What follows belongs to an exercise in optimizing a design on an open flow for small area, a short achievable clock period and few clock cycles per item; a production flow would make more cautious choices. Function was checked by simulation only, so behaviour that the tests miss may differ from the original. The clock port is modelled as an ideal driver, which makes a skipped or thinned clock tree look cheaper than it is; a real chip needs a root buffer or a tree. Power is estimated from default activity; no workload was simulated.

Setup of wip/pepper:
==> flow/design.v <==
module AEC(clk, rst, ascii_in, ready, valid, result);
input clk;
input rst;
input ready;
input [7:0] ascii_in;
output valid;
output [6:0] result;
localparam [3:0] OP_NOP  = 4'b0000;     
localparam [3:0] OP_EQ   = 4'b0010;
localparam [3:0] OP_LP   = 4'b0001;     
localparam [3:0] OP_LPT  = 4'b0011;     
localparam [3:0] OP_RP   = 4'b0100;
localparam [3:0] OP_MUL  = 4'b0110;
localparam [3:0] OP_ADD  = 4'b1000;
localparam [3:0] OP_SUB  = 4'b1001;
reg       c_dig;
reg [3:0] c_v;
wire is_eq  = ~c_dig & (c_v == OP_EQ);
wire is_lp  = ~c_dig & ~c_v[3] & c_v[0];
wire is_lpt = ~c_dig & ~c_v[3] & c_v[1] & c_v[0];
wire is_rp  = ~c_dig & (c_v == OP_RP);
wire is_as  = ~c_dig & c_v[3];
wire is_sub = ~c_dig & c_v[3] & c_v[0];
wire is_open = ~c_dig & ~c_v[3] & ~c_v[2] & (c_v[0] | ~c_v[1]);   
wire a_grp = ~ascii_in[6] & ~ascii_in[4];           
wire a_num = ~ascii_in[6] &  ascii_in[4] & ~(ascii_in[3] & ascii_in[2]);
wire a_eq  = ~ascii_in[6] &  ascii_in[4] &   ascii_in[3] & ascii_in[2];
wire a_dig = ascii_in[6] | a_num;
wire [3:0] a_val = ascii_in[6] ? ascii_in[3:0] + 4'd9 : ascii_in[3:0];
reg  [3:0] a_op;
always @* begin
    case (ascii_in[2:0])
        3'b000:  a_op = is_open ? OP_LPT : OP_LP;
        3'b001:  a_op = OP_RP;
        3'b010:  a_op = OP_MUL;
        3'b011:  a_op = OP_ADD;
        default: a_op = OP_SUB;
    endcase
    if (!a_grp)
        a_op = a_eq ? OP_EQ : OP_NOP;
end
reg       out_v;
wire      clr = ~c_dig & (c_v == OP_NOP);
always @(posedge clk) begin
    if (rst || is_eq) begin
        c_dig <= 1'b0;
        c_v   <= OP_NOP;
        out_v <= 1'b0;
    end else begin
        c_dig <= a_dig;
        c_v   <= a_dig ? a_val : a_op;
        out_v <= a_eq;
    end
end
reg [6:0] S, M;
reg [6:0] R;                     
reg [5:0] mark;                  
reg [1:0] sp;                    
reg [6:0] DS0, DS1, DS2;         
reg [6:0] DK1, DK2;
reg [6:0] K;
wire [6:0] ctxK = (sp == 2'd1) ? 7'd1 : (sp == 2'd2) ? DK1 : DK2;
wire [6:0] ctxS = (sp == 2'd1) ? DS0 : (sp == 2'd2) ? DS1 : DS2;
wire [6:0] pp0 = c_v[0] ? M : 7'd0;
wire [6:0] pp1 = c_v[1] ? {M[5:0], 1'b0} : 7'd0;
wire [6:0] pp2 = c_v[2] ? {M[4:0], 2'b0} : 7'd0;
wire [6:0] pp3 = c_v[3] ? {M[3:0], 3'b0} : 7'd0;
wire [6:0] prod = (pp0 + pp1) + (pp2 + pp3);
wire push = is_lp & ~is_lpt;
wire pop  = is_rp & ~mark[0];
wire [6:0] Kpm = is_sub ? -K : K;
reg  [6:0] S_n, M_n, K_n;
reg  [1:0] sp_n;
always @* begin
    S_n = S;
    M_n = M;
    K_n = K;
    sp_n = sp;
    if (clr) begin
        S_n = 7'd0;
        M_n = 7'd1;
        K_n = 7'd1;
        sp_n = 2'd0;
    end else begin
        if (c_dig)
            M_n = prod;
        if (is_as) begin
            S_n = R;
            M_n = Kpm;
        end
        if (push) begin
            S_n = 7'd0;
            K_n = M;
            sp_n = sp + 2'd1;
        end
        if (is_rp) begin
            S_n = pop ? ctxS : 7'd0;
            M_n = R;
        end
        if (pop) begin
            sp_n = sp - 2'd1;
            K_n = ctxK;
        end
    end
end
always @(posedge clk) begin
    S <= S_n;
    M <= M_n;
    K <= K_n;
    sp <= sp_n;
    R <= add7(S_n, M_n);
end
always @(posedge clk) begin
    if (is_lp)
        mark <= {mark[4:0], is_lpt};
    else if (is_rp)
        mark <= {1'b1, mark[5:1]};
end
always @(posedge clk) begin
    if (push) begin
        if (sp == 2'd0) DS0 <= S;
        if (sp == 2'd1) begin DS1 <= S; DK1 <= K; end
        if (sp == 2'd2) begin DS2 <= S; DK2 <= K; end
    end
end
assign valid = out_v;
assign result = R;
function [6:0] add7;
    input [6:0] x, y;
    integer i;
    reg c;
    begin
        c = 1'b0;
        for (i = 0; i < 7; i = i + 1) begin
            add7[i] = x[i] ^ y[i] ^ c;
            c = (x[i] & y[i]) | (c & (x[i] ^ y[i]));
        end
    end
endfunction
endmodule
export LEC_CHECK = 0
export CAP_MARGIN = 20
export CORE_MARGIN = 2
export CORE_UTILIZATION = 40
export SLEW_MARGIN = 20
create_clock -name core_clock -period 10.0 [get_ports {clk}]
standard.sh (not shown) runs the stock make flow with config.mk's settings and CLKGATE_MAP_FILE= SYNTH_SCRIPT=/design/flow/synth_recipe.tcl, a recipe that flattens the netlist after the stock synthesis.
==> flow/flow/run.sh <==
#!/bin/bash
# Standard ORFS layout, with:
#  - synthesis leaving adders to ABC (area script) instead of mapping them
#    onto the library's full/half-adder cells; same registers,
#  - ports buffered with buf_4 cells,
#  - a tighter setup target for repair_timing,
#  - the clock distributed by flow/cts_hook.tcl (one level of equal
#    buffers) instead of TritonCTS's two-level tree.
# Clock period and SDC are unchanged. make's output goes to std_flow.log
# here; each ORFS step writes its own log under orfs/logs/.
set -euo pipefail
bash standard.sh SETUP_SLACK_MARGIN=${MARGIN:-7.35} ADDER_MAP_FILE= ABC_AREA=1 \
  PRE_CTS_TCL=$PWD/flow/cts_hook.tcl \
  "BUFFER_PORTS_ARGS=-buffer_cell sky130_fd_sc_hd__buf_4" finish > std_flow.log 2>&1
Other scripts of this flow, unchanged in this note and not shown: flow/flow/cts_hook.tcl
Testbench counts of wip/pepper, summed over its fixed seeds: cycles 41,688, items 4,000.
For wip/maple, these inputs were changed with respect to wip/pepper:
--- a/flow/flow/run.sh
+++ b/flow/flow/run.sh
@@ -11,3 +11,3 @@
 set -euo pipefail
-bash standard.sh SETUP_SLACK_MARGIN=${MARGIN:-7.35} ADDER_MAP_FILE= ABC_AREA=1 \
+bash standard.sh SETUP_SLACK_MARGIN=${MARGIN:-7.3} ABC_AREA=1 \
   PRE_CTS_TCL=$PWD/flow/cts_hook.tcl \
Findings:
wip/pepper → wip/maple: net switching power of the design decreased by 0.034 mW relative to the old numbers, post-route minimum period increased by 0.92 ns relative to the old numbers, register area increased by about 0.6% relative to the old numbers. Worst setup slack delta for wip/maple relative to wip/pepper: 0.92 ns lower. Compare wip/pepper and wip/maple | total area of multi-input combinational cells higher: wip/pepper. wip/maple against wip/pepper: cell area rose 35 um^2, total power fell 4.6%, detailed-route wire length fell about 2.5%, placeable core area fell 4.5%, layout-stage area growth over the synthesis result rose 4.3 points.
### wip/maple -> wip/yarrow
--- a/flow/flow/run.sh
+++ b/flow/flow/run.sh
@@ -8,6 +8,5 @@
 #    buffers) instead of TritonCTS's two-level tree.
-# Clock period and SDC are unchanged. make's output goes to std_flow.log
-# here; each ORFS step writes its own log under orfs/logs/.
+# Clock period and SDC are unchanged.
 set -euo pipefail
-bash standard.sh SETUP_SLACK_MARGIN=${MARGIN:-7.3} ABC_AREA=1 \
+bash standard.sh SETUP_SLACK_MARGIN=${MARGIN:-7.2} ADDER_MAP_FILE= ABC_AREA=1 \
   PRE_CTS_TCL=$PWD/flow/cts_hook.tcl \
[summary]
wip/yarrow against wip/maple: area growth from synthesis to layout lower; final cell count higher. Internal reg-to-reg setup slack (higher): wip/yarrow. Between wip/maple and wip/yarrow, the overall routing resource usage does not differ in any meaningful way. Total negative slack for setup checks came out exactly the same in wip/yarrow and wip/maple. Of the two values seen for startpoint of the most critical setup path, ascii_in[2] was produced by wip/yarrow and M[1] by wip/maple. Run comparison: wip/maple critical path class register to register; wip/yarrow critical path class primary input to register. Compared to wip/maple, wip/yarrow leaves more free space in the core. Against wip/maple, worst max-slew margin expressed relative to the limit in wip/yarrow came out better. Lower post-route total power among wip/yarrow and wip/maple: wip/maple.
[inputs] wip/willow vs wip/yarrow
--- a/flow/flow/run.sh
+++ b/flow/flow/run.sh
@@ -8,5 +8,6 @@
 #    buffers) instead of TritonCTS's two-level tree.
-# Clock period and SDC are unchanged.
+# Clock period and SDC are unchanged. make's output goes to std_flow.log
+# here; each ORFS step writes its own log under orfs/logs/.
 set -euo pipefail
-bash standard.sh SETUP_SLACK_MARGIN=${MARGIN:-7.2} ADDER_MAP_FILE= ABC_AREA=1 \
+bash standard.sh SETUP_SLACK_MARGIN=${MARGIN:-7.3} ADDER_MAP_FILE= ABC_AREA=1 \
   PRE_CTS_TCL=$PWD/flow/cts_hook.tcl \
## What came out
Global-route total usage across every layer: wip/yarrow and wip/willow compared, higher one is wip/willow. From wip/yarrow to wip/willow the numbers moved as follows: multi-input gate share of the layout cell area went up, met2 wire length has decreased, met3 layer usage reported by global route decreased by 0.43 points relative to the old numbers, share of total power in the clock network now smaller, utilization of the core after routing has increased. Looking at beginning of the critical path, the ascii_in[2] result is from wip/yarrow; the R[3] one comes from wip/willow. Lower worst setup slack goes to wip/yarrow over wip/willow. For wip/willow, the capturing element of the worst setup path was result[3], unlike wip/yarrow, where it was c_v[2]. Relative to wip/yarrow, the routed wire length of wip/willow is higher by 1.8%.
The following lists how wip/ember was set up differently from wip/willow:
--- a/flow/flow/run.sh
+++ b/flow/flow/run.sh
@@ -11,3 +11,3 @@
 set -euo pipefail
-bash standard.sh SETUP_SLACK_MARGIN=${MARGIN:-7.3} ADDER_MAP_FILE= ABC_AREA=1 \
+bash standard.sh SETUP_SLACK_MARGIN=${MARGIN:-7.3} \
   PRE_CTS_TCL=$PWD/flow/cts_hook.tcl \
--- outcome ---
- Diff wip/willow -> wip/ember: core utilization of the finished layout went up; mean area per synthesized cell went up; worst hold slack after final layout went up.
- Relative to wip/willow, global-route usage decreased by 1.6 points in wip/ember.
- A cell with the biggest individual delay on the critical path of sky130_fd_sc_hd__fa_1 is what wip/ember shows, while sky130_fd_sc_hd__dfxtp_1 belongs to wip/willow.
In every run of this note, the design's own scripts or RTL, not TritonCTS, make the clock network.

==> afterwards: timing with drivers on the ports <==
The flow's constraints put no driver on any port. The routed layouts listed below were extracted and timed again, unchanged, in two steps. Step 1 (the two cells are an assumption about what drives the block):
set clk [get_ports {clk}]
set_driving_cell -lib_cell sky130_fd_sc_hd__clkbuf_16 $clk
set_driving_cell -lib_cell sky130_fd_sc_hd__buf_2 [delete_from_list [all_inputs] $clk]
Step 2 moves the port delays by t, midway between the first and last clock arrival at a register: inputs arrive t later, outputs are due t later. That takes back most of the time a late clock gives input paths. Three values: ideal ports, drivers, drivers and shift; two values: the first two.
run	t, ns	setup WS [ns]	slew at the worst register clock pin (ns)
wip/pepper	0.217	7.368 / 7.307 / 7.205	0.10 / 0.10
wip/maple	0.221	6.451 / 6.451 / 6.451	0.10 / 0.10
wip/yarrow	0.216	7.289 / 7.293 / 7.114	0.10 / 0.10
wip/willow	0.218	7.360 / 7.297 / 7.187	0.10 / 0.10
wip/ember	0.217	6.528 / 6.528 / 6.528	0.10 / 0.10
After both steps setup and hold are still met in every run listed. The setup slack of wip/yarrow, which loses most, moves by +0.004 ns with the drivers and by -0.175 ns with both steps.
